What follows belongs to an exercise in optimizing a design on an open flow for small area, a short achievable clock period and few clock cycles; a production flow would make more cautious choices. RTL that was checked went through simulation tests only; none was proved equivalent to the original. No functional check of the RTL was part of runs 2 and 3. Power is estimated from default activity; no workload was simulated.

==> design.v <==
module qdec_Arith_decoder (
    input  logic        clk,
    input  logic        rst_n,
    input  logic        arithInit,  
    input  logic        dec_run,    
    input  logic        EPMode,     
    input  logic [6:0]  ctxState,   
    output logic        dec_rdy,    
    output logic        ruiBin,
    output logic        ruiBin_vld,
    output logic [6:0]  ctxStateUpdate,
    input  logic [7:0]  bitstreamFetch,
    input  logic        bitstreamFetch_vld,
    output logic        bitstreamFetch_rdy
);
function automatic logic [7:0] lps_rom(input logic [7:0] i);
    case(i)
    8'd0: lps_rom = 8'd128;
    8'd1: lps_rom = 8'd176;
    8'd2: lps_rom = 8'd208;
    8'd3: lps_rom = 8'd240;
    8'd4: lps_rom = 8'd128;
    8'd5: lps_rom = 8'd167;
    8'd6: lps_rom = 8'd197;
    8'd7: lps_rom = 8'd227;
    8'd8: lps_rom = 8'd128;
    8'd9: lps_rom = 8'd158;
    8'd10: lps_rom = 8'd187;
    8'd11: lps_rom = 8'd216;
    8'd12: lps_rom = 8'd123;
    8'd13: lps_rom = 8'd150;
    8'd14: lps_rom = 8'd178;
    8'd15: lps_rom = 8'd205;
    8'd16: lps_rom = 8'd116;
    8'd17: lps_rom = 8'd142;
    8'd18: lps_rom = 8'd169;
    8'd19: lps_rom = 8'd195;
    8'd20: lps_rom = 8'd111;
    8'd21: lps_rom = 8'd135;
    8'd22: lps_rom = 8'd160;
    8'd23: lps_rom = 8'd185;
    8'd24: lps_rom = 8'd105;
    8'd25: lps_rom = 8'd128;
    8'd26: lps_rom = 8'd152;
    8'd27: lps_rom = 8'd175;
    8'd28: lps_rom = 8'd100;
    8'd29: lps_rom = 8'd122;
    8'd30: lps_rom = 8'd144;
    8'd31: lps_rom = 8'd166;
    8'd32: lps_rom = 8'd95;
    8'd33: lps_rom = 8'd116;
    8'd34: lps_rom = 8'd137;
    8'd35: lps_rom = 8'd158;
    8'd36: lps_rom = 8'd90;
    8'd37: lps_rom = 8'd110;
    8'd38: lps_rom = 8'd130;
    8'd39: lps_rom = 8'd150;
    8'd40: lps_rom = 8'd85;
    8'd41: lps_rom = 8'd104;
    8'd42: lps_rom = 8'd123;
    8'd43: lps_rom = 8'd142;
    8'd44: lps_rom = 8'd81;
    8'd45: lps_rom = 8'd99;
    8'd46: lps_rom = 8'd117;
    8'd47: lps_rom = 8'd135;
    8'd48: lps_rom = 8'd77;
    8'd49: lps_rom = 8'd94;
    8'd50: lps_rom = 8'd111;
    8'd51: lps_rom = 8'd128;
    8'd52: lps_rom = 8'd73;
    8'd53: lps_rom = 8'd89;
    8'd54: lps_rom = 8'd105;
    8'd55: lps_rom = 8'd122;
    8'd56: lps_rom = 8'd69;
    8'd57: lps_rom = 8'd85;
    8'd58: lps_rom = 8'd100;
    8'd59: lps_rom = 8'd116;
    8'd60: lps_rom = 8'd66;
    8'd61: lps_rom = 8'd80;
    8'd62: lps_rom = 8'd95;
    8'd63: lps_rom = 8'd110;
    8'd64: lps_rom = 8'd62;
    8'd65: lps_rom = 8'd76;
    8'd66: lps_rom = 8'd90;
    8'd67: lps_rom = 8'd104;
    8'd68: lps_rom = 8'd59;
    8'd69: lps_rom = 8'd72;
    8'd70: lps_rom = 8'd86;
    8'd71: lps_rom = 8'd99;
    8'd72: lps_rom = 8'd56;
    8'd73: lps_rom = 8'd69;
    8'd74: lps_rom = 8'd81;
    8'd75: lps_rom = 8'd94;
    8'd76: lps_rom = 8'd53;
    8'd77: lps_rom = 8'd65;
    8'd78: lps_rom = 8'd77;
    8'd79: lps_rom = 8'd89;
    8'd80: lps_rom = 8'd51;
    8'd81: lps_rom = 8'd62;
    8'd82: lps_rom = 8'd73;
    8'd83: lps_rom = 8'd85;
    8'd84: lps_rom = 8'd48;
    8'd85: lps_rom = 8'd59;
    8'd86: lps_rom = 8'd69;
    8'd87: lps_rom = 8'd80;
    8'd88: lps_rom = 8'd46;
    8'd89: lps_rom = 8'd56;
    8'd90: lps_rom = 8'd66;
    8'd91: lps_rom = 8'd76;
    8'd92: lps_rom = 8'd43;
    8'd93: lps_rom = 8'd53;
    8'd94: lps_rom = 8'd63;
    8'd95: lps_rom = 8'd72;
    8'd96: lps_rom = 8'd41;
    8'd97: lps_rom = 8'd50;
    8'd98: lps_rom = 8'd59;
    8'd99: lps_rom = 8'd69;
    8'd100: lps_rom = 8'd39;
    8'd101: lps_rom = 8'd48;
    8'd102: lps_rom = 8'd56;
    8'd103: lps_rom = 8'd65;
    8'd104: lps_rom = 8'd37;
    8'd105: lps_rom = 8'd45;
    8'd106: lps_rom = 8'd54;
    8'd107: lps_rom = 8'd62;
    8'd108: lps_rom = 8'd35;
    8'd109: lps_rom = 8'd43;
    8'd110: lps_rom = 8'd51;
    8'd111: lps_rom = 8'd59;
    8'd112: lps_rom = 8'd33;
    8'd113: lps_rom = 8'd41;
    8'd114: lps_rom = 8'd48;
    8'd115: lps_rom = 8'd56;
    8'd116: lps_rom = 8'd32;
    8'd117: lps_rom = 8'd39;
    8'd118: lps_rom = 8'd46;
    8'd119: lps_rom = 8'd53;
    8'd120: lps_rom = 8'd30;
    8'd121: lps_rom = 8'd37;
    8'd122: lps_rom = 8'd43;
    8'd123: lps_rom = 8'd50;
    8'd124: lps_rom = 8'd29;
    8'd125: lps_rom = 8'd35;
    8'd126: lps_rom = 8'd41;
    8'd127: lps_rom = 8'd48;
    8'd128: lps_rom = 8'd27;
    8'd129: lps_rom = 8'd33;
    8'd130: lps_rom = 8'd39;
    8'd131: lps_rom = 8'd45;
    8'd132: lps_rom = 8'd26;
    8'd133: lps_rom = 8'd31;
    8'd134: lps_rom = 8'd37;
    8'd135: lps_rom = 8'd43;
    8'd136: lps_rom = 8'd24;
    8'd137: lps_rom = 8'd30;
    8'd138: lps_rom = 8'd35;
    8'd139: lps_rom = 8'd41;
    8'd140: lps_rom = 8'd23;
    8'd141: lps_rom = 8'd28;
    8'd142: lps_rom = 8'd33;
    8'd143: lps_rom = 8'd39;
    8'd144: lps_rom = 8'd22;
    8'd145: lps_rom = 8'd27;
    8'd146: lps_rom = 8'd32;
    8'd147: lps_rom = 8'd37;
    8'd148: lps_rom = 8'd21;
    8'd149: lps_rom = 8'd26;
    8'd150: lps_rom = 8'd30;
    8'd151: lps_rom = 8'd35;
    8'd152: lps_rom = 8'd20;
    8'd153: lps_rom = 8'd24;
    8'd154: lps_rom = 8'd29;
    8'd155: lps_rom = 8'd33;
    8'd156: lps_rom = 8'd19;
    8'd157: lps_rom = 8'd23;
    8'd158: lps_rom = 8'd27;
    8'd159: lps_rom = 8'd31;
    8'd160: lps_rom = 8'd18;
    8'd161: lps_rom = 8'd22;
    8'd162: lps_rom = 8'd26;
    8'd163: lps_rom = 8'd30;
    8'd164: lps_rom = 8'd17;
    8'd165: lps_rom = 8'd21;
    8'd166: lps_rom = 8'd25;
    8'd167: lps_rom = 8'd28;
    8'd168: lps_rom = 8'd16;
    8'd169: lps_rom = 8'd20;
    8'd170: lps_rom = 8'd23;
    8'd171: lps_rom = 8'd27;
    8'd172: lps_rom = 8'd15;
    8'd173: lps_rom = 8'd19;
    8'd174: lps_rom = 8'd22;
    8'd175: lps_rom = 8'd25;
    8'd176: lps_rom = 8'd14;
    8'd177: lps_rom = 8'd18;
    8'd178: lps_rom = 8'd21;
    8'd179: lps_rom = 8'd24;
    8'd180: lps_rom = 8'd14;
    8'd181: lps_rom = 8'd17;
    8'd182: lps_rom = 8'd20;
    8'd183: lps_rom = 8'd23;
    8'd184: lps_rom = 8'd13;
    8'd185: lps_rom = 8'd16;
    8'd186: lps_rom = 8'd19;
    8'd187: lps_rom = 8'd22;
    8'd188: lps_rom = 8'd12;
    8'd189: lps_rom = 8'd15;
    8'd190: lps_rom = 8'd18;
    8'd191: lps_rom = 8'd21;
    8'd192: lps_rom = 8'd12;
    8'd193: lps_rom = 8'd14;
    8'd194: lps_rom = 8'd17;
    8'd195: lps_rom = 8'd20;
    8'd196: lps_rom = 8'd11;
    8'd197: lps_rom = 8'd14;
    8'd198: lps_rom = 8'd16;
    8'd199: lps_rom = 8'd19;
    8'd200: lps_rom = 8'd11;
    8'd201: lps_rom = 8'd13;
    8'd202: lps_rom = 8'd15;
    8'd203: lps_rom = 8'd18;
    8'd204: lps_rom = 8'd10;
    8'd205: lps_rom = 8'd12;
    8'd206: lps_rom = 8'd15;
    8'd207: lps_rom = 8'd17;
    8'd208: lps_rom = 8'd10;
    8'd209: lps_rom = 8'd12;
    8'd210: lps_rom = 8'd14;
    8'd211: lps_rom = 8'd16;
    8'd212: lps_rom = 8'd9;
    8'd213: lps_rom = 8'd11;
    8'd214: lps_rom = 8'd13;
    8'd215: lps_rom = 8'd15;
    8'd216: lps_rom = 8'd9;
    8'd217: lps_rom = 8'd11;
    8'd218: lps_rom = 8'd12;
    8'd219: lps_rom = 8'd14;
    8'd220: lps_rom = 8'd8;
    8'd221: lps_rom = 8'd10;
    8'd222: lps_rom = 8'd12;
    8'd223: lps_rom = 8'd14;
    8'd224: lps_rom = 8'd8;
    8'd225: lps_rom = 8'd9;
    8'd226: lps_rom = 8'd11;
    8'd227: lps_rom = 8'd13;
    8'd228: lps_rom = 8'd7;
    8'd229: lps_rom = 8'd9;
    8'd230: lps_rom = 8'd11;
    8'd231: lps_rom = 8'd12;
    8'd232: lps_rom = 8'd7;
    8'd233: lps_rom = 8'd9;
    8'd234: lps_rom = 8'd10;
    8'd235: lps_rom = 8'd12;
    8'd236: lps_rom = 8'd7;
    8'd237: lps_rom = 8'd8;
    8'd238: lps_rom = 8'd10;
    8'd239: lps_rom = 8'd11;
    8'd240: lps_rom = 8'd6;
    8'd241: lps_rom = 8'd8;
    8'd242: lps_rom = 8'd9;
    8'd243: lps_rom = 8'd11;
    8'd244: lps_rom = 8'd6;
    8'd245: lps_rom = 8'd7;
    8'd246: lps_rom = 8'd9;
    8'd247: lps_rom = 8'd10;
    8'd248: lps_rom = 8'd6;
    8'd249: lps_rom = 8'd7;
    8'd250: lps_rom = 8'd8;
    8'd251: lps_rom = 8'd9;
    8'd252: lps_rom = 8'd2;
    8'd253: lps_rom = 8'd2;
    8'd254: lps_rom = 8'd2;
    8'd255: lps_rom = 8'd2;
    default: lps_rom = 8'd0;
    endcase
endfunction
function automatic logic [2:0] renorm_rom(input logic [7:0] i);
    case(i)
    8'd0: renorm_rom = 3'd1;
    8'd1: renorm_rom = 3'd1;
    8'd2: renorm_rom = 3'd1;
    8'd3: renorm_rom = 3'd1;
    8'd4: renorm_rom = 3'd1;
    8'd5: renorm_rom = 3'd1;
    8'd6: renorm_rom = 3'd1;
    8'd7: renorm_rom = 3'd1;
    8'd8: renorm_rom = 3'd1;
    8'd9: renorm_rom = 3'd1;
    8'd10: renorm_rom = 3'd1;
    8'd11: renorm_rom = 3'd1;
    8'd12: renorm_rom = 3'd2;
    8'd13: renorm_rom = 3'd1;
    8'd14: renorm_rom = 3'd1;
    8'd15: renorm_rom = 3'd1;
    8'd16: renorm_rom = 3'd2;
    8'd17: renorm_rom = 3'd1;
    8'd18: renorm_rom = 3'd1;
    8'd19: renorm_rom = 3'd1;
    8'd20: renorm_rom = 3'd2;
    8'd21: renorm_rom = 3'd1;
    8'd22: renorm_rom = 3'd1;
    8'd23: renorm_rom = 3'd1;
    8'd24: renorm_rom = 3'd2;
    8'd25: renorm_rom = 3'd1;
    8'd26: renorm_rom = 3'd1;
    8'd27: renorm_rom = 3'd1;
    8'd28: renorm_rom = 3'd2;
    8'd29: renorm_rom = 3'd2;
    8'd30: renorm_rom = 3'd1;
    8'd31: renorm_rom = 3'd1;
    8'd32: renorm_rom = 3'd2;
    8'd33: renorm_rom = 3'd2;
    8'd34: renorm_rom = 3'd1;
    8'd35: renorm_rom = 3'd1;
    8'd36: renorm_rom = 3'd2;
    8'd37: renorm_rom = 3'd2;
    8'd38: renorm_rom = 3'd1;
    8'd39: renorm_rom = 3'd1;
    8'd40: renorm_rom = 3'd2;
    8'd41: renorm_rom = 3'd2;
    8'd42: renorm_rom = 3'd2;
    8'd43: renorm_rom = 3'd1;
    8'd44: renorm_rom = 3'd2;
    8'd45: renorm_rom = 3'd2;
    8'd46: renorm_rom = 3'd2;
    8'd47: renorm_rom = 3'd1;
    8'd48: renorm_rom = 3'd2;
    8'd49: renorm_rom = 3'd2;
    8'd50: renorm_rom = 3'd2;
    8'd51: renorm_rom = 3'd1;
    8'd52: renorm_rom = 3'd2;
    8'd53: renorm_rom = 3'd2;
    8'd54: renorm_rom = 3'd2;
    8'd55: renorm_rom = 3'd2;
    8'd56: renorm_rom = 3'd2;
    8'd57: renorm_rom = 3'd2;
    8'd58: renorm_rom = 3'd2;
    8'd59: renorm_rom = 3'd2;
    8'd60: renorm_rom = 3'd2;
    8'd61: renorm_rom = 3'd2;
    8'd62: renorm_rom = 3'd2;
    8'd63: renorm_rom = 3'd2;
    8'd64: renorm_rom = 3'd3;
    8'd65: renorm_rom = 3'd2;
    8'd66: renorm_rom = 3'd2;
    8'd67: renorm_rom = 3'd2;
    8'd68: renorm_rom = 3'd3;
    8'd69: renorm_rom = 3'd2;
    8'd70: renorm_rom = 3'd2;
    8'd71: renorm_rom = 3'd2;
    8'd72: renorm_rom = 3'd3;
    8'd73: renorm_rom = 3'd2;
    8'd74: renorm_rom = 3'd2;
    8'd75: renorm_rom = 3'd2;
    8'd76: renorm_rom = 3'd3;
    8'd77: renorm_rom = 3'd2;
    8'd78: renorm_rom = 3'd2;
    8'd79: renorm_rom = 3'd2;
    8'd80: renorm_rom = 3'd3;
    8'd81: renorm_rom = 3'd3;
    8'd82: renorm_rom = 3'd2;
    8'd83: renorm_rom = 3'd2;
    8'd84: renorm_rom = 3'd3;
    8'd85: renorm_rom = 3'd3;
    8'd86: renorm_rom = 3'd2;
    8'd87: renorm_rom = 3'd2;
    8'd88: renorm_rom = 3'd3;
    8'd89: renorm_rom = 3'd3;
    8'd90: renorm_rom = 3'd2;
    8'd91: renorm_rom = 3'd2;
    8'd92: renorm_rom = 3'd3;
    8'd93: renorm_rom = 3'd3;
    8'd94: renorm_rom = 3'd3;
    8'd95: renorm_rom = 3'd2;
    8'd96: renorm_rom = 3'd3;
    8'd97: renorm_rom = 3'd3;
    8'd98: renorm_rom = 3'd3;
    8'd99: renorm_rom = 3'd2;
    8'd100: renorm_rom = 3'd3;
    8'd101: renorm_rom = 3'd3;
    8'd102: renorm_rom = 3'd3;
    8'd103: renorm_rom = 3'd2;
    8'd104: renorm_rom = 3'd3;
    8'd105: renorm_rom = 3'd3;
    8'd106: renorm_rom = 3'd3;
    8'd107: renorm_rom = 3'd3;
    8'd108: renorm_rom = 3'd3;
    8'd109: renorm_rom = 3'd3;
    8'd110: renorm_rom = 3'd3;
    8'd111: renorm_rom = 3'd3;
    8'd112: renorm_rom = 3'd3;
    8'd113: renorm_rom = 3'd3;
    8'd114: renorm_rom = 3'd3;
    8'd115: renorm_rom = 3'd3;
    8'd116: renorm_rom = 3'd3;
    8'd117: renorm_rom = 3'd3;
    8'd118: renorm_rom = 3'd3;
    8'd119: renorm_rom = 3'd3;
    8'd120: renorm_rom = 3'd4;
    8'd121: renorm_rom = 3'd3;
    8'd122: renorm_rom = 3'd3;
    8'd123: renorm_rom = 3'd3;
    8'd124: renorm_rom = 3'd4;
    8'd125: renorm_rom = 3'd3;
    8'd126: renorm_rom = 3'd3;
    8'd127: renorm_rom = 3'd3;
    8'd128: renorm_rom = 3'd4;
    8'd129: renorm_rom = 3'd3;
    8'd130: renorm_rom = 3'd3;
    8'd131: renorm_rom = 3'd3;
    8'd132: renorm_rom = 3'd4;
    8'd133: renorm_rom = 3'd4;
    8'd134: renorm_rom = 3'd3;
    8'd135: renorm_rom = 3'd3;
    8'd136: renorm_rom = 3'd4;
    8'd137: renorm_rom = 3'd4;
    8'd138: renorm_rom = 3'd3;
    8'd139: renorm_rom = 3'd3;
    8'd140: renorm_rom = 3'd4;
    8'd141: renorm_rom = 3'd4;
    8'd142: renorm_rom = 3'd3;
    8'd143: renorm_rom = 3'd3;
    8'd144: renorm_rom = 3'd4;
    8'd145: renorm_rom = 3'd4;
    8'd146: renorm_rom = 3'd3;
    8'd147: renorm_rom = 3'd3;
    8'd148: renorm_rom = 3'd4;
    8'd149: renorm_rom = 3'd4;
    8'd150: renorm_rom = 3'd4;
    8'd151: renorm_rom = 3'd3;
    8'd152: renorm_rom = 3'd4;
    8'd153: renorm_rom = 3'd4;
    8'd154: renorm_rom = 3'd4;
    8'd155: renorm_rom = 3'd3;
    8'd156: renorm_rom = 3'd4;
    8'd157: renorm_rom = 3'd4;
    8'd158: renorm_rom = 3'd4;
    8'd159: renorm_rom = 3'd4;
    8'd160: renorm_rom = 3'd4;
    8'd161: renorm_rom = 3'd4;
    8'd162: renorm_rom = 3'd4;
    8'd163: renorm_rom = 3'd4;
    8'd164: renorm_rom = 3'd4;
    8'd165: renorm_rom = 3'd4;
    8'd166: renorm_rom = 3'd4;
    8'd167: renorm_rom = 3'd4;
    8'd168: renorm_rom = 3'd4;
    8'd169: renorm_rom = 3'd4;
    8'd170: renorm_rom = 3'd4;
    8'd171: renorm_rom = 3'd4;
    8'd172: renorm_rom = 3'd5;
    8'd173: renorm_rom = 3'd4;
    8'd174: renorm_rom = 3'd4;
    8'd175: renorm_rom = 3'd4;
    8'd176: renorm_rom = 3'd5;
    8'd177: renorm_rom = 3'd4;
    8'd178: renorm_rom = 3'd4;
    8'd179: renorm_rom = 3'd4;
    8'd180: renorm_rom = 3'd5;
    8'd181: renorm_rom = 3'd4;
    8'd182: renorm_rom = 3'd4;
    8'd183: renorm_rom = 3'd4;
    8'd184: renorm_rom = 3'd5;
    8'd185: renorm_rom = 3'd4;
    8'd186: renorm_rom = 3'd4;
    8'd187: renorm_rom = 3'd4;
    8'd188: renorm_rom = 3'd5;
    8'd189: renorm_rom = 3'd5;
    8'd190: renorm_rom = 3'd4;
    8'd191: renorm_rom = 3'd4;
    8'd192: renorm_rom = 3'd5;
    8'd193: renorm_rom = 3'd5;
    8'd194: renorm_rom = 3'd4;
    8'd195: renorm_rom = 3'd4;
    8'd196: renorm_rom = 3'd5;
    8'd197: renorm_rom = 3'd5;
    8'd198: renorm_rom = 3'd4;
    8'd199: renorm_rom = 3'd4;
    8'd200: renorm_rom = 3'd5;
    8'd201: renorm_rom = 3'd5;
    8'd202: renorm_rom = 3'd5;
    8'd203: renorm_rom = 3'd4;
    8'd204: renorm_rom = 3'd5;
    8'd205: renorm_rom = 3'd5;
    8'd206: renorm_rom = 3'd5;
    8'd207: renorm_rom = 3'd4;
    8'd208: renorm_rom = 3'd5;
    8'd209: renorm_rom = 3'd5;
    8'd210: renorm_rom = 3'd5;
    8'd211: renorm_rom = 3'd4;
    8'd212: renorm_rom = 3'd5;
    8'd213: renorm_rom = 3'd5;
    8'd214: renorm_rom = 3'd5;
    8'd215: renorm_rom = 3'd5;
    8'd216: renorm_rom = 3'd5;
    8'd217: renorm_rom = 3'd5;
    8'd218: renorm_rom = 3'd5;
    8'd219: renorm_rom = 3'd5;
    8'd220: renorm_rom = 3'd5;
    8'd221: renorm_rom = 3'd5;
    8'd222: renorm_rom = 3'd5;
    8'd223: renorm_rom = 3'd5;
    8'd224: renorm_rom = 3'd5;
    8'd225: renorm_rom = 3'd5;
    8'd226: renorm_rom = 3'd5;
    8'd227: renorm_rom = 3'd5;
    8'd228: renorm_rom = 3'd6;
    8'd229: renorm_rom = 3'd5;
    8'd230: renorm_rom = 3'd5;
    8'd231: renorm_rom = 3'd5;
    8'd232: renorm_rom = 3'd6;
    8'd233: renorm_rom = 3'd5;
    8'd234: renorm_rom = 3'd5;
    8'd235: renorm_rom = 3'd5;
    8'd236: renorm_rom = 3'd6;
    8'd237: renorm_rom = 3'd5;
    8'd238: renorm_rom = 3'd5;
    8'd239: renorm_rom = 3'd5;
    8'd240: renorm_rom = 3'd6;
    8'd241: renorm_rom = 3'd5;
    8'd242: renorm_rom = 3'd5;
    8'd243: renorm_rom = 3'd5;
    8'd244: renorm_rom = 3'd6;
    8'd245: renorm_rom = 3'd6;
    8'd246: renorm_rom = 3'd5;
    8'd247: renorm_rom = 3'd5;
    8'd248: renorm_rom = 3'd6;
    8'd249: renorm_rom = 3'd6;
    8'd250: renorm_rom = 3'd5;
    8'd251: renorm_rom = 3'd5;
    8'd252: renorm_rom = 3'd6;
    8'd253: renorm_rom = 3'd6;
    8'd254: renorm_rom = 3'd6;
    8'd255: renorm_rom = 3'd6;
    default: renorm_rom = 3'd0;
    endcase
endfunction
function automatic logic [6:0] nxt_lps_rom(input logic [6:0] i);
    case(i)
    7'd0: nxt_lps_rom = 7'd1;
    7'd1: nxt_lps_rom = 7'd0;
    7'd2: nxt_lps_rom = 7'd0;
    7'd3: nxt_lps_rom = 7'd1;
    7'd4: nxt_lps_rom = 7'd2;
    7'd5: nxt_lps_rom = 7'd3;
    7'd6: nxt_lps_rom = 7'd4;
    7'd7: nxt_lps_rom = 7'd5;
    7'd8: nxt_lps_rom = 7'd4;
    7'd9: nxt_lps_rom = 7'd5;
    7'd10: nxt_lps_rom = 7'd8;
    7'd11: nxt_lps_rom = 7'd9;
    7'd12: nxt_lps_rom = 7'd8;
    7'd13: nxt_lps_rom = 7'd9;
    7'd14: nxt_lps_rom = 7'd10;
    7'd15: nxt_lps_rom = 7'd11;
    7'd16: nxt_lps_rom = 7'd12;
    7'd17: nxt_lps_rom = 7'd13;
    7'd18: nxt_lps_rom = 7'd14;
    7'd19: nxt_lps_rom = 7'd15;
    7'd20: nxt_lps_rom = 7'd16;
    7'd21: nxt_lps_rom = 7'd17;
    7'd22: nxt_lps_rom = 7'd18;
    7'd23: nxt_lps_rom = 7'd19;
    7'd24: nxt_lps_rom = 7'd18;
    7'd25: nxt_lps_rom = 7'd19;
    7'd26: nxt_lps_rom = 7'd22;
    7'd27: nxt_lps_rom = 7'd23;
    7'd28: nxt_lps_rom = 7'd22;
    7'd29: nxt_lps_rom = 7'd23;
    7'd30: nxt_lps_rom = 7'd24;
    7'd31: nxt_lps_rom = 7'd25;
    7'd32: nxt_lps_rom = 7'd26;
    7'd33: nxt_lps_rom = 7'd27;
    7'd34: nxt_lps_rom = 7'd26;
    7'd35: nxt_lps_rom = 7'd27;
    7'd36: nxt_lps_rom = 7'd30;
    7'd37: nxt_lps_rom = 7'd31;
    7'd38: nxt_lps_rom = 7'd30;
    7'd39: nxt_lps_rom = 7'd31;
    7'd40: nxt_lps_rom = 7'd32;
    7'd41: nxt_lps_rom = 7'd33;
    7'd42: nxt_lps_rom = 7'd32;
    7'd43: nxt_lps_rom = 7'd33;
    7'd44: nxt_lps_rom = 7'd36;
    7'd45: nxt_lps_rom = 7'd37;
    7'd46: nxt_lps_rom = 7'd36;
    7'd47: nxt_lps_rom = 7'd37;
    7'd48: nxt_lps_rom = 7'd38;
    7'd49: nxt_lps_rom = 7'd39;
    7'd50: nxt_lps_rom = 7'd38;
    7'd51: nxt_lps_rom = 7'd39;
    7'd52: nxt_lps_rom = 7'd42;
    7'd53: nxt_lps_rom = 7'd43;
    7'd54: nxt_lps_rom = 7'd42;
    7'd55: nxt_lps_rom = 7'd43;
    7'd56: nxt_lps_rom = 7'd44;
    7'd57: nxt_lps_rom = 7'd45;
    7'd58: nxt_lps_rom = 7'd44;
    7'd59: nxt_lps_rom = 7'd45;
    7'd60: nxt_lps_rom = 7'd46;
    7'd61: nxt_lps_rom = 7'd47;
    7'd62: nxt_lps_rom = 7'd48;
    7'd63: nxt_lps_rom = 7'd49;
    7'd64: nxt_lps_rom = 7'd48;
    7'd65: nxt_lps_rom = 7'd49;
    7'd66: nxt_lps_rom = 7'd50;
    7'd67: nxt_lps_rom = 7'd51;
    7'd68: nxt_lps_rom = 7'd52;
    7'd69: nxt_lps_rom = 7'd53;
    7'd70: nxt_lps_rom = 7'd52;
    7'd71: nxt_lps_rom = 7'd53;
    7'd72: nxt_lps_rom = 7'd54;
    7'd73: nxt_lps_rom = 7'd55;
    7'd74: nxt_lps_rom = 7'd54;
    7'd75: nxt_lps_rom = 7'd55;
    7'd76: nxt_lps_rom = 7'd56;
    7'd77: nxt_lps_rom = 7'd57;
    7'd78: nxt_lps_rom = 7'd58;
    7'd79: nxt_lps_rom = 7'd59;
    7'd80: nxt_lps_rom = 7'd58;
    7'd81: nxt_lps_rom = 7'd59;
    7'd82: nxt_lps_rom = 7'd60;
    7'd83: nxt_lps_rom = 7'd61;
    7'd84: nxt_lps_rom = 7'd60;
    7'd85: nxt_lps_rom = 7'd61;
    7'd86: nxt_lps_rom = 7'd60;
    7'd87: nxt_lps_rom = 7'd61;
    7'd88: nxt_lps_rom = 7'd62;
    7'd89: nxt_lps_rom = 7'd63;
    7'd90: nxt_lps_rom = 7'd64;
    7'd91: nxt_lps_rom = 7'd65;
    7'd92: nxt_lps_rom = 7'd64;
    7'd93: nxt_lps_rom = 7'd65;
    7'd94: nxt_lps_rom = 7'd66;
    7'd95: nxt_lps_rom = 7'd67;
    7'd96: nxt_lps_rom = 7'd66;
    7'd97: nxt_lps_rom = 7'd67;
    7'd98: nxt_lps_rom = 7'd66;
    7'd99: nxt_lps_rom = 7'd67;
    7'd100: nxt_lps_rom = 7'd68;
    7'd101: nxt_lps_rom = 7'd69;
    7'd102: nxt_lps_rom = 7'd68;
    7'd103: nxt_lps_rom = 7'd69;
    7'd104: nxt_lps_rom = 7'd70;
    7'd105: nxt_lps_rom = 7'd71;
    7'd106: nxt_lps_rom = 7'd70;
    7'd107: nxt_lps_rom = 7'd71;
    7'd108: nxt_lps_rom = 7'd70;
    7'd109: nxt_lps_rom = 7'd71;
    7'd110: nxt_lps_rom = 7'd72;
    7'd111: nxt_lps_rom = 7'd73;
    7'd112: nxt_lps_rom = 7'd72;
    7'd113: nxt_lps_rom = 7'd73;
    7'd114: nxt_lps_rom = 7'd72;
    7'd115: nxt_lps_rom = 7'd73;
    7'd116: nxt_lps_rom = 7'd74;
    7'd117: nxt_lps_rom = 7'd75;
    7'd118: nxt_lps_rom = 7'd74;
    7'd119: nxt_lps_rom = 7'd75;
    7'd120: nxt_lps_rom = 7'd74;
    7'd121: nxt_lps_rom = 7'd75;
    7'd122: nxt_lps_rom = 7'd76;
    7'd123: nxt_lps_rom = 7'd77;
    7'd124: nxt_lps_rom = 7'd76;
    7'd125: nxt_lps_rom = 7'd77;
    7'd126: nxt_lps_rom = 7'd126;
    7'd127: nxt_lps_rom = 7'd127;
    default: nxt_lps_rom = 7'd0;
    endcase
endfunction
localparam logic [1:0] S_IDLE  = 2'd0;  
localparam logic [1:0] S_INIT0 = 2'd1;  
localparam logic [1:0] S_INIT1 = 2'd2;  
localparam logic [1:0] S_READY = 2'd3;  
logic [1:0]  state;
logic [15:0] uiValue;
logic [7:0]  uiRange;
logic [2:0]  bitsNeeded;  
logic [1:0]  numByte;
logic [7:0]  byte0, byte1;  
logic        fetch;
logic [1:0]  pop;           
assign bitstreamFetch_rdy = (numByte != 2'd2);
assign fetch = bitstreamFetch_vld & bitstreamFetch_rdy;
logic [1:0] remain;
assign remain = numByte - pop;
always_ff @(posedge clk)
    if(!rst_n) numByte <= 2'd0;
    else numByte <= remain + {1'b0, fetch};
always_ff @(posedge clk)
    case(remain)
    2'd0: byte0 <= bitstreamFetch;
    2'd1: begin
        if(pop != 2'd0) byte0 <= byte1;
        byte1 <= bitstreamFetch;
    end
    default: ;
    endcase
logic haveByte, accept, accept_ep, accept_reg;
assign haveByte   = (numByte != 2'd0);
assign dec_rdy    = (state == S_READY) & haveByte;
assign accept     = dec_run & dec_rdy;
assign accept_ep  = accept & EPMode;
assign accept_reg = accept & !EPMode;
logic [7:0]  uiLPS;
logic [2:0]  numBits;
logic [8:0]  valHi;      
logic [8:0]  valDist;       
logic        isMps;
logic [8:0]  rangeMps;   
logic        renormMps;
logic [7:0]  lpsOff;     
logic [15:0] valueLps;
logic [3:0]  bitsLps;
logic [15:0] valueLpsIn;
assign uiLPS     = lps_rom({ctxState[6:1], uiRange[7:6]});
assign numBits   = renorm_rom({ctxState[6:1], uiRange[7:6]});
assign valHi     = uiValue[15:7];
assign valDist      = {1'b1, uiRange} - valHi;
assign isMps     = ({1'b0, uiLPS} < valDist);
assign rangeMps  = {1'b1, uiRange} - {1'b0, uiLPS};
assign renormMps = !rangeMps[8];
assign lpsOff    = uiLPS - valDist[7:0];
assign valueLps  = {1'b0, lpsOff, uiValue[6:0]} << numBits;
assign bitsLps   = {1'b0, bitsNeeded} + {1'b0, numBits};
assign valueLpsIn = valueLps | (bitsLps[3] ? ({8'h0, byte0} << bitsLps[2:0]) : 16'h0);
logic [15:0] valueShift;  
assign valueShift = {uiValue[14:0], 1'b0} | ((bitsNeeded == 3'd7) ? {8'h0, byte0} : 16'h0);
logic [9:0]  epHi;
logic [9:0]  epDiff;
logic        epBin;
assign epHi   = {uiValue, 1'b0} >> 7 | {9'h0, (bitsNeeded == 3'd7) & byte0[7]};
assign epDiff = epHi - {1'b0, 1'b1, uiRange};
assign epBin  = !epDiff[9];
always_comb begin
    pop = 2'd0;
    if(state == S_INIT0 || arithInit) pop = (numByte == 2'd2) ? 2'd2 : numByte;
    else if(state == S_INIT1) pop = {1'b0, haveByte};
    else if(accept_ep) pop = {1'b0, bitsNeeded == 3'd7};
    else if(accept_reg) pop = {1'b0, isMps ? (renormMps & (bitsNeeded == 3'd7)) : bitsLps[3]};
end
always_ff @(posedge clk)
    if(!rst_n) state <= S_IDLE;
    else if(arithInit || state == S_INIT0) begin
        if(numByte == 2'd2) state <= S_READY;
        else if(numByte == 2'd1) state <= S_INIT1;
        else state <= S_INIT0;
    end
    else if(state == S_INIT1) begin
        if(haveByte) state <= S_READY;
    end
always_ff @(posedge clk)
    if(arithInit || state == S_INIT0) begin
        uiRange    <= 8'd254;  
        bitsNeeded <= 3'd0;
        if(numByte == 2'd2) uiValue <= {byte0, byte1};
        else if(numByte == 2'd1) uiValue[15:8] <= byte0;
    end
    else if(state == S_INIT1) begin
        if(haveByte) uiValue[7:0] <= byte0;
    end
    else if(accept_ep) begin
        uiValue    <= {epBin ? epDiff[8:0] : epHi[8:0], valueShift[6:0]};
        bitsNeeded <= bitsNeeded + 3'd1;
    end
    else if(accept_reg) begin
        if(isMps) begin
            if(renormMps) begin
                uiRange    <= {rangeMps[6:0], 1'b0};
                uiValue    <= valueShift;
                bitsNeeded <= bitsNeeded + 3'd1;
            end
            else uiRange <= rangeMps[7:0];
        end
        else begin
            uiRange    <= uiLPS << numBits;
            uiValue    <= valueLpsIn;
            bitsNeeded <= bitsLps[2:0];
        end
    end
logic [6:0] nxtMps;  
assign nxtMps = {(ctxState[6:1] >= 6'd62) ? ctxState[6:1] : ctxState[6:1] + 6'd1, ctxState[0]};
always_ff @(posedge clk)
    if(!rst_n) ruiBin_vld <= 1'b0;
    else ruiBin_vld <= accept;
always_ff @(posedge clk)
    if(accept_ep) ruiBin <= epBin;
    else if(accept_reg) ruiBin <= isMps ? ctxState[0] : !ctxState[0];
always_ff @(posedge clk)
    if(accept_reg) ctxStateUpdate <= isMps ? nxtMps : nxt_lps_rom(ctxState);
endmodule
==> run.sh <==
#!/bin/bash
# synth_recipe.tcl (not shown) runs the flow's synth.tcl, then flattens the netlist and writes it again
# the make line also repeats each setting of config.mk as NAME=value (left out here)
make -C /OpenROAD-flow-scripts/flow DESIGN_CONFIG=/design/flow/config.mk WORK_HOME=/design/flow/orfs CLKGATE_MAP_FILE= SYNTH_SCRIPT=/design/flow/synth_recipe.tcl finish
==> config.mk <==
export PLATFORM = sky130hd
export DESIGN_NAME = qdec_Arith_decoder
export DESIGN_NICKNAME = qdec_Arith_decoder
export VERILOG_FILES = /design/flow/design.v
export SDC_FILE = /design/flow/constraint.sdc
export NUM_CORES = 4
export LEC_CHECK = 0
export CAP_MARGIN = 20
export CORE_MARGIN = 2
export CORE_UTILIZATION = 40
export SLEW_MARGIN = 20
==> constraint.sdc <==
create_clock -name core_clock -period 8.0 [get_ports {clk}]
set_input_delay 1.6000 -clock core_clock [delete_from_list [all_inputs] [get_ports {clk}]]
set_output_delay 1.6000 -clock core_clock [all_outputs]
set_load 0.01 [all_outputs]
==> results of run 1 <==
[per-layer routing]
layer  routed length (um)  GRT usage  vias up
li1                     -          -     4366
met1                13200      0.343     4331
met2                13500      0.401      442
met3                 2450     0.0380       74
met4                 1000     0.0890        0
met5                    0          0        -
[logic make-up (layout without fill, tap and decap cells)]
group | count (synthesis) | count (layout) | synth area share
fa+ha+maj | 66 | 66 | 0.0960
xor+xnor | 33 | 33 | 0.0322
compound gates | 417 | 417 | 0.335
simple gates | 380 | 380 | 0.208
mux | 58 | 58 | 0.0733
buf+inv | 152 | 141 | 0.0858
flops | 56 | 56 | 0.169
[state kept, by name, indices dropped and copies added, names as in the netlist, 2 cells and up]
register,cells
state,2
uiRange,8
bitsNeeded,3
ctxStateUpdate,7
byte1,8
uiValue,16
numByte,2
byte0,8
[worst min path at each step]
stage,to,cells after the start
after floorplan,uiRange[0],2
after global placement,bitsNeeded[2],2
after detailed placement,bitsNeeded[2],2
after CTS,bitsNeeded[2],2
after global routing,bitsNeeded[2],2
final,bitsNeeded[2],2
[placed cells by master (no fill, tap or decap), drive strengths merged, types with 21 or more instances in the layout]
cell | synthesis | routed
a211oi | 22 | 22
a21oi | 95 | 95
a31oi | 21 | 21
buf | 54 | 46
clkdlybuf4s50 | 0 | 28
edfxtp | 40 | 40
ha | 60 | 60
inv | 56 | 59
mux2i | 35 | 35
nand2 | 105 | 105
nand2b | 29 | 29
nand3 | 23 | 23
nor2 | 98 | 98
nor2b | 22 | 22
nor3 | 34 | 34
o211ai | 32 | 32
o21ai | 71 | 71
xnor2 | 24 | 24
[layout make-up]
type	instances	area [sq um]	share of cell area
clock buffer	5	125	0.0130
multi-input combinational	954	6690	0.698
clock inverter	3	28.8	0.00300
sequential	56	1520	0.159
inverter	59	229	0.0239
timing repair buffer	74	643	0.0671
tap	280	350	0.0365
[power by group]
group / internal (uW) / total [uW] / switching (uW)
logic: 605 / 1480 / 876
clock network: 122 / 249 / 127
registers: 456 / 556 / 101
total: 1180 / 2290 / 1100
[tightest hold or removal path: stages, from the launching register on]
cell and delay, ns:
dfxtp_1 0.37, mux2i_1 0.09, nor2_1 0.08
[per-stage QoR]
stage | power [uW] | cells | util
3_5_place_dp | 2020 | 1423 | 0.430
3_3_place_gp | 2020 | 1423 | 0.430
2_1_floorplan | 1630 | 1162 | -
5_1_grt | 2450 | 1431 | 0.437
6_report | 2290 | 1431 | 0.437
4_1_cts | 2270 | 1431 | 0.437
==> flow_metrics.env, run 1 <==
export IMPL_grt_first_pass_wirelength_um=47600
export IMPL_start_util=0.409
export IMPL_worst_r2r_endpoint="byte0[2]"
export IMPL_leakage_uw=0.00370
export IMPL_diodes=0
export IMPL_cp_max_fo=22
export IMPL_synthTopCellsByCount="nand2_1 (104), nor2_1 (97), a21oi_1 (94)"
export IMPL_status="no timing/DRC/antenna violations"
export IMPL_crit_reg2reg_launch="uiRange[7]"
export IMPL_synth_cell_types=114
export IMPL_tns_ns=0
export IMPL_crit_start="ctxState[1]"
export IMPL_ys_seq_area_frac=0.169
export IMPL_peakVddDrop_mv=0.271
export IMPL_synth_enable_flop_cells=40
export IMPL_drtIter0Drc=980
export IMPL_port_buffers=31
export IMPL_wl_per_cell_um=21.1
export IMPL_synth_top_cell_by_area="edfxtp_1"
export IMPL_drtPass1Iterations=6
export IMPL_vias_per_cell=6.44
export IMPL_antenna_found_initial=0
export IMPL_dpl_cell_area_sq_um=9430
export IMPL_io_pins=32
export IMPL_clockRootBuffer="clkbuf_16"
export IMPL_crit_cells=20
export IMPL_core_sq_um=22000
export IMPL_drive_gt1_frac=0.111
export IMPL_syn2layout_area_growth_pct=6.77
export IMPL_async_flop_share=0
export IMPL_num_fill_cells=2221
export IMPL_hpwl_um=22400
export IMPL_fmax_ghz=0.134
export IMPL_cts_sinks=56
export IMPL_worst_slack_ns=0.561
export IMPL_die_area_sq_um=23700
export IMPL_cts_tree="done"
export IMPL_synth_fp_nets=1248
export IMPL_crit_chain="buf_2, inv_2, ha_1, nand2b_1, o311a_1, a311oi_1, o21ai_0, a221oi_4, ha_1, inv_1, fa_1, and3_1, a41oi_1, nand3_2, o22ai_4, o21ai_1, o2bb2ai_1, ha_1, xor2_1, nor3_1"
export IMPL_yosys_register_bits=56
export IMPL_tightestPinTransition_ns=1.10
export IMPL_worstSkewPairLatency_ns=0.31
export IMPL_grt_max_degree=49
export IMPL_synth_area_sq_um=8980
export IMPL_final_min_clock_period_ns=7.44
export IMPL_cp_top_family="compound AO/OA/AOI/OAI gates"
export IMPL_critPathMaxStageDelay_ns=0.90
export IMPL_num_vias=9213
export IMPL_grt_pass1_vias=8681
export IMPL_grt_overflow_total=0
export IMPL_crit_top_cell="ha_1"
export IMPL_die_height_um=154
export IMPL_worstSetupPathType="in2reg"
export IMPL_worstPathRequired_ns=7.94
export IMPL_worst_path_buf_inv=3
export IMPL_die_x_um=154
export IMPL_power_density_nw_per_um2=238
export IMPL_yosysMostFrequentCell="nand2_1"
export IMPL_cts_made_buffers=5
export IMPL_ctsHoldBuffers=0
export IMPL_post_cts_buffers=0
export IMPL_grt_util_all_layers=0.250
export IMPL_cp_start_kind="input pin"
export IMPL_fin_skew_ns=0.0154
export IMPL_finalHoldViolCount=0
export IMPL_ys_top_cells_by_area="edfxtp_1 (13%), ha_1 (8.4%), a21oi_1 (5.2%)"
export IMPL_reg2reg_depth=20
export IMPL_period_share=0.930
export IMPL_relSlewSlack=0.258
export IMPL_critPathCapture="byte0[2]"
export IMPL_hold_ws_ns=0.569
export IMPL_ant_nets=0
export IMPL_fp_row_count=54
export IMPL_place_congestion=0.959
export IMPL_pre_cts_ws_ns=0.467
export IMPL_syn_inst=1162
export IMPL_reg2reg_slack_ns=1.17
export IMPL_min_delay_start="bitsNeeded[2]"
export IMPL_setup_violations=0
export IMPL_yosysTopAreaCellShare=0.134
export IMPL_ys_flop_type="edfxtp_1"
export IMPL_end_kind="register"
export IMPL_clockBufferDepth=2
export IMPL_synth_area_per_cell_sq_um=7.73
export IMPL_drcViolationCount=0
export IMPL_rsz0062_at_grt="no"
export IMPL_ys_warn_count=1
export IMPL_routed_wirelength_um=30200
export IMPL_cts_resized=0
export IMPL_clk_pin_slew_ns=0.08
export IMPL_final_nets=1236
export IMPL_drv_cap=0
export IMPL_critPathArrivalTime_ns=7.38
export IMPL_hold_path_class="reg2reg"
export IMPL_finalMaxSlewViolations=0
export IMPL_cp_slowest_cell="nor3_1"
export IMPL_stdcell_area_sq_um=9590
export IMPL_htree_levels=2
Testbench counts, summed over its fixed seeds: cycles 32,072.
==> inputs of run 2 (changes only) <==
--- a/design.v
+++ b/design.v
@@ -678,4 +678,6 @@
 logic [2:0]  bitsNeeded;  
 logic [1:0]  numByte;
+logic [7:0]  byteMem0, byteMem1;
+logic        rdPtr;
 logic [7:0]  byte0, byte1;  
 logic        fetch;
@@ -683,18 +685,20 @@
 assign bitstreamFetch_rdy = (numByte != 2'd2);
 assign fetch = bitstreamFetch_vld & bitstreamFetch_rdy;
-logic [1:0] remain;
-assign remain = numByte - pop;
+assign byte0 = rdPtr ? byteMem1 : byteMem0;
+assign byte1 = rdPtr ? byteMem0 : byteMem1;
 always_ff @(posedge clk)
-    if(!rst_n) numByte <= 2'd0;
-    else numByte <= remain + {1'b0, fetch};
+    if(!rst_n) begin
+        numByte <= 2'd0;
+        rdPtr   <= 1'b0;
+    end
+    else begin
+        numByte <= numByte - pop + {1'b0, fetch};
+        rdPtr   <= rdPtr ^ pop[0];
+    end
 always_ff @(posedge clk)
-    case(remain)
-    2'd0: byte0 <= bitstreamFetch;
-    2'd1: begin
-        if(pop != 2'd0) byte0 <= byte1;
-        byte1 <= bitstreamFetch;
+    if(fetch) begin
+        if(rdPtr ^ numByte[0]) byteMem1 <= bitstreamFetch;
+        else byteMem0 <= bitstreamFetch;
     end
-    default: ;
-    endcase
 logic haveByte, accept, accept_ep, accept_reg;
 assign haveByte   = (numByte != 2'd0);
@@ -703,33 +707,35 @@
 assign accept_ep  = accept & EPMode;
 assign accept_reg = accept & !EPMode;
+logic [23:0] valueX;
+logic [15:0] valueF;
+logic [7:0]  nextBits;
+assign valueX   = {uiValue, 8'h00} | ({16'h0, byte0} << bitsNeeded);
+assign valueF   = valueX[23:8];
+assign nextBits = valueX[7:0];
 logic [7:0]  uiLPS;
 logic [2:0]  numBits;
 logic [8:0]  valHi;      
-logic [8:0]  valDist;       
+logic [8:0]  valDist;    
 logic        isMps;
 logic [8:0]  rangeMps;   
 logic        renormMps;
 logic [7:0]  lpsOff;     
-logic [15:0] valueLps;
+logic [23:0] valueLpsW;
 logic [3:0]  bitsLps;
-logic [15:0] valueLpsIn;
 assign uiLPS     = lps_rom({ctxState[6:1], uiRange[7:6]});
 assign numBits   = renorm_rom({ctxState[6:1], uiRange[7:6]});
 assign valHi     = uiValue[15:7];
-assign valDist      = {1'b1, uiRange} - valHi;
+assign valDist   = {1'b1, uiRange} - valHi;
 assign isMps     = ({1'b0, uiLPS} < valDist);
 assign rangeMps  = {1'b1, uiRange} - {1'b0, uiLPS};
 assign renormMps = !rangeMps[8];
 assign lpsOff    = uiLPS - valDist[7:0];
-assign valueLps  = {1'b0, lpsOff, uiValue[6:0]} << numBits;
+assign valueLpsW = {1'b0, lpsOff, valueF[6:0], nextBits} << numBits;
 assign bitsLps   = {1'b0, bitsNeeded} + {1'b0, numBits};
-assign valueLpsIn = valueLps | (bitsLps[3] ? ({8'h0, byte0} << bitsLps[2:0]) : 16'h0);
 logic [15:0] valueShift;  
-assign valueShift = {uiValue[14:0], 1'b0} | ((bitsNeeded == 3'd7) ? {8'h0, byte0} : 16'h0);
-logic [9:0]  epHi;
+assign valueShift = {valueF[14:0], nextBits[7]};
 logic [9:0]  epDiff;
 logic        epBin;
-assign epHi   = {uiValue, 1'b0} >> 7 | {9'h0, (bitsNeeded == 3'd7) & byte0[7]};
-assign epDiff = epHi - {1'b0, 1'b1, uiRange};
+assign epDiff = valueF[15:6] - {1'b0, 1'b1, uiRange};
 assign epBin  = !epDiff[9];
 always_comb begin
@@ -761,5 +767,5 @@
     end
     else if(accept_ep) begin
-        uiValue    <= {epBin ? epDiff[8:0] : epHi[8:0], valueShift[6:0]};
+        uiValue    <= {epBin ? epDiff[8:0] : valueF[14:6], valueShift[6:0]};
         bitsNeeded <= bitsNeeded + 3'd1;
     end
@@ -775,17 +781,21 @@
         else begin
             uiRange    <= uiLPS << numBits;
-            uiValue    <= valueLpsIn;
+            uiValue    <= valueLpsW[23:8];
             bitsNeeded <= bitsLps[2:0];
         end
     end
+logic [6:0] resState;
+logic       resMps;
 logic [6:0] nxtMps;  
-assign nxtMps = {(ctxState[6:1] >= 6'd62) ? ctxState[6:1] : ctxState[6:1] + 6'd1, ctxState[0]};
+assign nxtMps = {(resState[6:1] >= 6'd62) ? resState[6:1] : resState[6:1] + 6'd1, resState[0]};
 always_ff @(posedge clk)
     if(!rst_n) ruiBin_vld <= 1'b0;
     else ruiBin_vld <= accept;
 always_ff @(posedge clk)
-    if(accept_ep) ruiBin <= epBin;
-    else if(accept_reg) ruiBin <= isMps ? ctxState[0] : !ctxState[0];
-always_ff @(posedge clk)
-    if(accept_reg) ctxStateUpdate <= isMps ? nxtMps : nxt_lps_rom(ctxState);
+    if(accept) begin
+        resState <= {ctxState[6:1], ctxState[0] | EPMode};
+        resMps   <= EPMode ? epBin : isMps;
+    end
+assign ruiBin = !(resState[0] ^ resMps);
+assign ctxStateUpdate = resMps ? nxtMps : nxt_lps_rom(resState);
 endmodule
==> flow_metrics.env, run 2 <==
export IMPL_status="no timing/DRC/antenna violations"
export IMPL_start_util=0.411
export IMPL_final_nets=1208
export IMPL_rsz0062_at_grt="no"
export IMPL_ctsHoldBuffers=0
export IMPL_grt_util_all_layers=0.249
export IMPL_drtPass1Iterations=7
export IMPL_num_fill_cells=2180
export IMPL_fmax_ghz=0.148
export IMPL_syn_inst=1132
export IMPL_finalMaxSlewViolations=0
export IMPL_ys_warn_count=1
export IMPL_period_share=0.843
export IMPL_async_flop_share=0
export IMPL_cts_tree="done"
export IMPL_final_common_cell="nand2_1"
export IMPL_cp_start_kind="input pin"
export IMPL_dp_cells=1388
export IMPL_yosys_register_bits=64
export IMPL_worstPathRequired_ns=8.24
export IMPL_synth_fp_nets=1221
export IMPL_drive_gt1_frac=0.109
export IMPL_fin_cells=1404
export IMPL_synth_area_sq_um=9020
export IMPL_worstSkewPairLatency_ns=0.34
export IMPL_cp_max_fo=45
export IMPL_port_buffers=31
export IMPL_grt_overflow_total=0
export IMPL_grt_max_degree=46
export IMPL_hpwl_um=22100
export IMPL_ys_seq_area_frac=0.186
export IMPL_drv_cap=0
export IMPL_routed_wirelength_um=29700
export IMPL_drtIter0Drc=892
export IMPL_cts_sinks=64
export IMPL_place_congestion=0.987
export IMPL_final_min_clock_period_ns=6.75
export IMPL_tns_ns=0
export IMPL_cts_resized=0
export IMPL_die_height_um=154
export IMPL_post_cts_buffers=0
export IMPL_clockRootBuffer="clkbuf_16"
export IMPL_syn2layout_area_growth_pct=8.96
export IMPL_antenna_found_initial=0
export IMPL_finalHoldViolCount=0
export IMPL_diodes=0
export IMPL_largest_reg_flops=16
export IMPL_drcViolationCount=0
export IMPL_fp_row_count=54
export IMPL_grt_first_pass_wirelength_um=47400
export IMPL_clk_pin_slew_ns=0.06
export IMPL_htree_levels=3
export IMPL_synth_cell_types=87
export IMPL_clockBufferDepth=2
export IMPL_synthTopCellsByCount="nand2_1 (95), nor2_1 (85), a21oi_1 (81)"
export IMPL_power_density_nw_per_um2=251
export IMPL_yosysTopAreaCellShare=0.133
export IMPL_tightestPinTransition_ns=1.01
export IMPL_setup_violations=0
export IMPL_worstSetupPathType="in2reg"
export IMPL_cts_made_buffers=9
export IMPL_ant_nets=0
export IMPL_ys_top_cells_by_area="edfxtp_1 (13%), ha_1 (8.7%), mux2i_1 (7.2%)"
export IMPL_die_x_um=154
export IMPL_dpl_cell_area_sq_um=9510
export IMPL_yosysMostFrequentCell="nand2_1"
export IMPL_num_vias=9024
export IMPL_ys_flop_type="edfxtp_1"
export IMPL_end_kind="register"
export IMPL_peakVddDrop_mv=0.140
export IMPL_wl_per_cell_um=21.1
export IMPL_relSlewSlack=0.322
export IMPL_grt_pass1_vias=8352
export IMPL_crit_chain="buf_2, buf_4, nor2b_1, nor2_1, mux4_2, mux4_2, a2bb2oi_1, buf_4, inv_1, ha_1, nand2b_1, and2_1, o21ai_0, a2111oi_4, o21ai_1, nand3_1, a21o_1, a31oi_1, ha_1, inv_1, ha_1, xor2_1, xnor2_1, and2_1"
export IMPL_crit_top_cell="ha_1"
export IMPL_fin_skew_ns=0.00785
export IMPL_core_sq_um=22000
export IMPL_vias_per_cell=6.43
export IMPL_synth_area_per_cell_sq_um=7.97
export IMPL_synth_top_cell_by_area="edfxtp_1"
export IMPL_regMostFlops="uiValue"
export IMPL_stdcell_area_sq_um=9830
export IMPL_hold_path_class="reg2reg"
export IMPL_critPathArrivalTime_ns=6.99
export IMPL_leakage_uw=0.00381
export IMPL_critPathMaxStageDelay_ns=0.60
export IMPL_synth_enable_flop_cells=40
export IMPL_io_pins=32
export IMPL_final_cell_mix="nand2_1 (95), nor2_1 (85), a21oi_1 (81)"
export IMPL_cp_slowest_cell="buf_2"
export IMPL_die_area_sq_um=23800
==> run 2: cell count changes in the layout (fill, tap and decap cells not counted), moves of 8 or more <==
cell,delta
mux2i_1,+30
nand2b_1,-8
dfxtp_1,+8
nor2_1,-11
a21oi_1,-13
a221oi_1,+14
nand2_1,-9
nor3_1,-12
buf_4,-11
o211ai_1,-11
mux4_2,+10
==> run 2: cells by family after synthesis <==
| kind of cell | share of synthesized area |
|---|---|
| AOI/OAI and AO/OA | 0.304 |
| and+or+nand+nor | 0.167 |
| buffers and inverters | 0.0708 |
| muxes | 0.136 |
| adders and majority gates | 0.101 |
| DFF | 0.186 |
| xor gates and xnor gates | 0.0348 |
==> run 2: path summary, 6_finish.rpt <==
kind / start / endpoint / slack (ns) / depth (start not counted)
max: ctxState[1] / numByte[1] / 1.25 / 24
min: state[1] / state[1] / 0.57 / 2
min reg2reg: state[1] / state[1] / 0.57 / 2
max reg2reg: uiRange[7] / numByte[1] / 2.09 / 24
==> run 2: cell type report <==
type | instances | area [sq um] | area share
tap | 280 | 350 | 0.0357
clock buffer | 9 | 225 | 0.0229
timing repair buffer | 61 | 520 | 0.0530
sequential | 64 | 1680 | 0.171
multi-input combinational | 916 | 6720 | 0.684
clock inverter | 7 | 80.1 | 0.00815
inverter | 67 | 251 | 0.0256
==> run 2: worst max-delay path: cells and delay by family <==
family	cells	cell delay (ns)
AOI/OAI and AO/OA	6	1.45
adders and majority gates	3	0.56
muxes	2	0.93
and+or+nand+nor	6	0.87
xor gates and xnor gates	2	0.27
buffers and inverters	5	1.30
==> run 2: per-stage QoR <==
| step | hold slack (ns) | utilization | setup slack [ns] | total power, uW |
|---|---|---|---|---|
| 6_report | 0.570 | 0.448 | 1.25 | 2470 |
| 5_1_grt | 0.611 | 0.448 | 0.918 | 2640 |
| 4_1_cts | 0.574 | 0.447 | 1.34 | 2450 |
| 3_5_place_dp | 0.569 | 0.433 | 1.01 | 2030 |
| 3_3_place_gp | 0.568 | 0.433 | 1.13 | 2030 |
| 2_1_floorplan | 0.490 | - | 1.86 | 1630 |
==> run 2: power breakdown <==
part	internal (uW)	switching (uW)
Clock	244	164
Sequential	455	68.4
Combinational	605	933
==> run 2: metal layers <==
layer,share of wire,global-route usage
met1,0.43,0.348
met2,0.44,0.390
met3,0.090,0.0375
met4,0.036,0.0881
met5,0,0
==> inputs of run 3 (changes only) <==
--- a/config.mk
+++ b/config.mk
@@ -6,4 +6,5 @@
 export NUM_CORES = 4
 export LEC_CHECK = 0
+export ABC_AREA = 1
 export CAP_MARGIN = 20
 export CORE_MARGIN = 2
==> flow_metrics.env, run 3 <==
export IMPL_status="no timing/DRC/antenna violations"
export IMPL_synth_fp_nets=1526
export IMPL_hpwl_um=22400
export IMPL_crit_reg2reg_launch="uiRange[6]"
export IMPL_leakage_uw=0.00464
export IMPL_synth_area_per_cell_sq_um=6.18
export IMPL_crit_top_cell="nand2_1"
export IMPL_drv_cap=0
export IMPL_worst_path_buf_inv=5
export IMPL_antenna_found_initial=0
export IMPL_grt_max_degree=36
export IMPL_stdcell_area_sq_um=9590
export IMPL_drtIter0Drc=1249
export IMPL_final_cell_mix="nand2_1 (427), nand3_1 (163), inv_1 (153)"
export IMPL_final_min_clock_period_ns=6.23
export IMPL_ys_flop_type="edfxtp_1"
export IMPL_power_internal_uw=1300
export IMPL_critPathMaxStageDelay_ns=0.73
export IMPL_cp_max_fo=16
export IMPL_wl_per_cell_um=17.2
export IMPL_clk_pin_slew_ns=0.06
export IMPL_die_area_sq_um=23400
export IMPL_die_x_um=153
export IMPL_cts_tree="done"
export IMPL_peakVddDrop_mv=0.140
export IMPL_yosysMostFrequentCell="nand2_1"
export IMPL_rsz0062_at_grt="no"
export IMPL_cp_start_kind="input pin"
export IMPL_cts_sinks=64
export IMPL_num_fill_cells=2295
export IMPL_finalHoldViolCount=0
export IMPL_yosys_register_bits=64
export IMPL_synth_enable_flop_cells=40
export IMPL_routed_wirelength_um=29500
export IMPL_die_height_um=153
export IMPL_reg2reg_slack_ns=2.72
export IMPL_hold_depth=2
export IMPL_cp_slowest_cell="a21oi_1"
export IMPL_worstSetupPathType="in2reg"
export IMPL_largest_reg_flops=16
export IMPL_drtPass1Iterations=8
export IMPL_crit_chain="clkdlybuf4s50_1, buf_4, inv_1, buf_4, nor3_2, a21oi_2, o31ai_1, nand2_1, nand2_1, inv_1, ha_1, a21oi_1, nor2_1, a211oi_1, nand2_1, nand3_1, nand2_1, a21oi_1"
export IMPL_setup_violations=0
export IMPL_tns_ns=0
export IMPL_vias_per_cell=5.67
export IMPL_final_nets=1522
export IMPL_grt_pass1_vias=9126
export IMPL_ant_nets=0
export IMPL_cp_top_family="compound AO/OA/AOI/OAI gates"
export IMPL_pwr_share_clk=0.169
export IMPL_p_sw_frac=0.503
export IMPL_relSlewSlack=0.366
export IMPL_final_common_cell="nand2_1"
export IMPL_syn_inst=1437
export IMPL_fmax_ghz=0.161
export IMPL_htree_levels=3
export IMPL_finalMaxSlewViolations=0
export IMPL_power_frac_seq=0.199
export IMPL_min_to="state[0]"
export IMPL_syn2layout_area_growth_pct=8.09
export IMPL_critPathArrivalTime_ns=6.20
export IMPL_worstPathRequired_ns=7.97
export IMPL_yosysTopAreaCellShare=0.181
export IMPL_regMostFlops="uiValue"
export IMPL_clockRootBuffer="clkbuf_16"
export IMPL_ctsHoldBuffers=0
export IMPL_worstSkewPairLatency_ns=0.34
export IMPL_grt_overflow_total=0
export IMPL_cts_made_buffers=9
export IMPL_fin_skew_ns=0.00692
export IMPL_end_kind="register"
export IMPL_dpl_cell_area_sq_um=9260
export IMPL_fp_row_count=54
export IMPL_reg2reg_depth=18
export IMPL_post_route_util=0.440
export IMPL_hold_path_class="reg2reg"
export IMPL_ys_seq_area_frac=0.190
export IMPL_num_vias=9745
export IMPL_start_util=0.407
export IMPL_synth_area_sq_um=8870
export IMPL_worst_slack_ns=1.77
export IMPL_synth_cell_types=62
export IMPL_cts_resized=0
export IMPL_power_frac_comb=0.632
export IMPL_diodes=0
export IMPL_place_congestion=1.01
export IMPL_p_sw_uw=1310
export IMPL_async_flop_share=0
export IMPL_synth_top_cell_by_area="nand2_1"
export IMPL_ys_top_cells_by_area="nand2_1 (18%), edfxtp_1 (14%), nand3_1 (9.2%)"
export IMPL_pre_cts_ws_ns=1.60
export IMPL_ys_warn_count=1
export IMPL_clockBufferDepth=2
export IMPL_power_density_nw_per_um2=273
export IMPL_tightestPinTransition_ns=0.942
export IMPL_post_cts_buffers=0
export IMPL_port_buffers=31
export IMPL_period_share=0.778
export IMPL_io_pins=32
export IMPL_synthTopCellsByCount="nand2_1 (427), nand3_1 (163), inv_1 (153)"
export IMPL_min_delay_start="state[0]"
export IMPL_worst_r2r_endpoint="uiValue[0]"
export IMPL_core_sq_um=21800
export IMPL_drive_gt1_frac=0.0709
export IMPL_grt_first_pass_wirelength_um=48100
export IMPL_grt_util_all_layers=0.251
export IMPL_drcViolationCount=0
[run 3: metal layers]
| metal | up-vias | GRT usage | routed length (um) |
|---|---|---|---|
| li1 | 4791 | - | - |
| met1 | 4384 | 0.341 | 12700 |
| met2 | 478 | 0.409 | 13400 |
| met3 | 92 | 0.0360 | 2380 |
| met4 | 0 | 0.0855 | 980 |
| met5 | - | 0 | 0 |
[run 3: worst register-to-register path: stages, from the launching register on]
cell and delay, ns:
dfxtp_1 0.31, inv_1 0.47, ha_1 0.52, nand2_1 0.32, nand3_1 0.11, nand3_1 0.11, a21oi_1 0.10, o21ai_0 0.31
nand3_1 0.11, nand2_1 0.14, inv_1 0.07, ha_1 0.33, a21oi_1 0.25, nor2_1 0.07, a211oi_1 0.29, nand2_1 0.32
nand3_1 0.15, nand2_1 0.20, a21oi_1 0.73
[run 3: worst max path at each step]
| stage | cells past startpoint | endpoint | from |
|---|---|---|---|
| 2_1_floorplan | 25 | numByte[1] | ctxState[3] |
| 3_3_place_gp | 18 | uiValue[13] | ctxState[1] |
| 3_5_place_dp | 18 | uiValue[0] | ctxState[3] |
| 4_1_cts | 18 | uiValue[0] | ctxState[3] |
| 5_1_grt | 18 | uiValue[7] | ctxState[3] |
| 6_report | 18 | uiValue[0] | ctxState[3] |
[run 3: power by group through the flow]
stage	Sequential, uW	Clock (uW)	Combinational (uW)
finish	519	442	1650
global route	527	462	1880
floorplan	497	0	1290
detailed placement	524	0	1630
CTS	517	448	1640
global placement	522	0	1630
[run 3: cell families (layout without fill, tap and decap cells)]
kind of cell / after synthesis / in the layout / synth area share
AOI/OAI and AO/OA: 298 / 298 / 0.197
xor gates and xnor gates: 24 / 24 / 0.0237
adders and majority gates: 68 / 68 / 0.100
buffers and inverters: 231 / 232 / 0.117
DFF: 64 / 64 / 0.190
and+or+nand+nor: 752 / 752 / 0.373
[run 3: area by class of cell]
| cell class | instances | area (sq um) | area share |
|---|---|---|---|
| tap | 280 | 350 | 0.0365 |
| multi-input combinational | 1142 | 6160 | 0.642 |
| inverter | 168 | 638 | 0.0665 |
| clock inverter | 7 | 103 | 0.0107 |
| clock buffer | 9 | 225 | 0.0235 |
| timing repair buffer | 48 | 433 | 0.0451 |
| sequential | 64 | 1680 | 0.175 |
[run 3: through the flow]
stage | total power [uW] | std cells | hold WS [ns]
3_5_place_dp | 2160 | 1702 | 0.488
6_report | 2610 | 1718 | 0.509
4_1_cts | 2610 | 1718 | 0.508
5_1_grt | 2870 | 1718 | 0.531
2_1_floorplan | 1790 | 1437 | 0.459
3_3_place_gp | 2150 | 1702 | 0.497

-- port drivers added, routing unchanged --
Ports are ideal in the flow. The routed layouts listed here were re-timed in OpenROAD. Step 1 sets driving cells, clkbuf_16 on the clock port and buf_2 on the other inputs (assumed; they add their load-dependent delay and slew). Step 2 times the ports against the registers' clock, not the clock port: input delays grow and output delays shrink by t, the midpoint of the rising clock arrivals with the driver on. a / b / c = ideal ports / drivers / drivers and shift; a / b = the first two.
run	shift t [ns]	slack for setup (ns)	worst slew at a driven data input, ns	pins driven straight from the clock port
run 1	0.350	0.561 / 0.582 / 0.233	0.04	1
run 2	0.380	1.252 / 1.269 / 0.889	0.04	1
run 3	0.379	1.772 / 1.783 / 1.404	0.03	1
After both steps setup and hold are still met in every run listed. For run 3, which loses most, drivers alone change the setup slack by +0.011 ns; drivers and shift together by -0.368 ns.
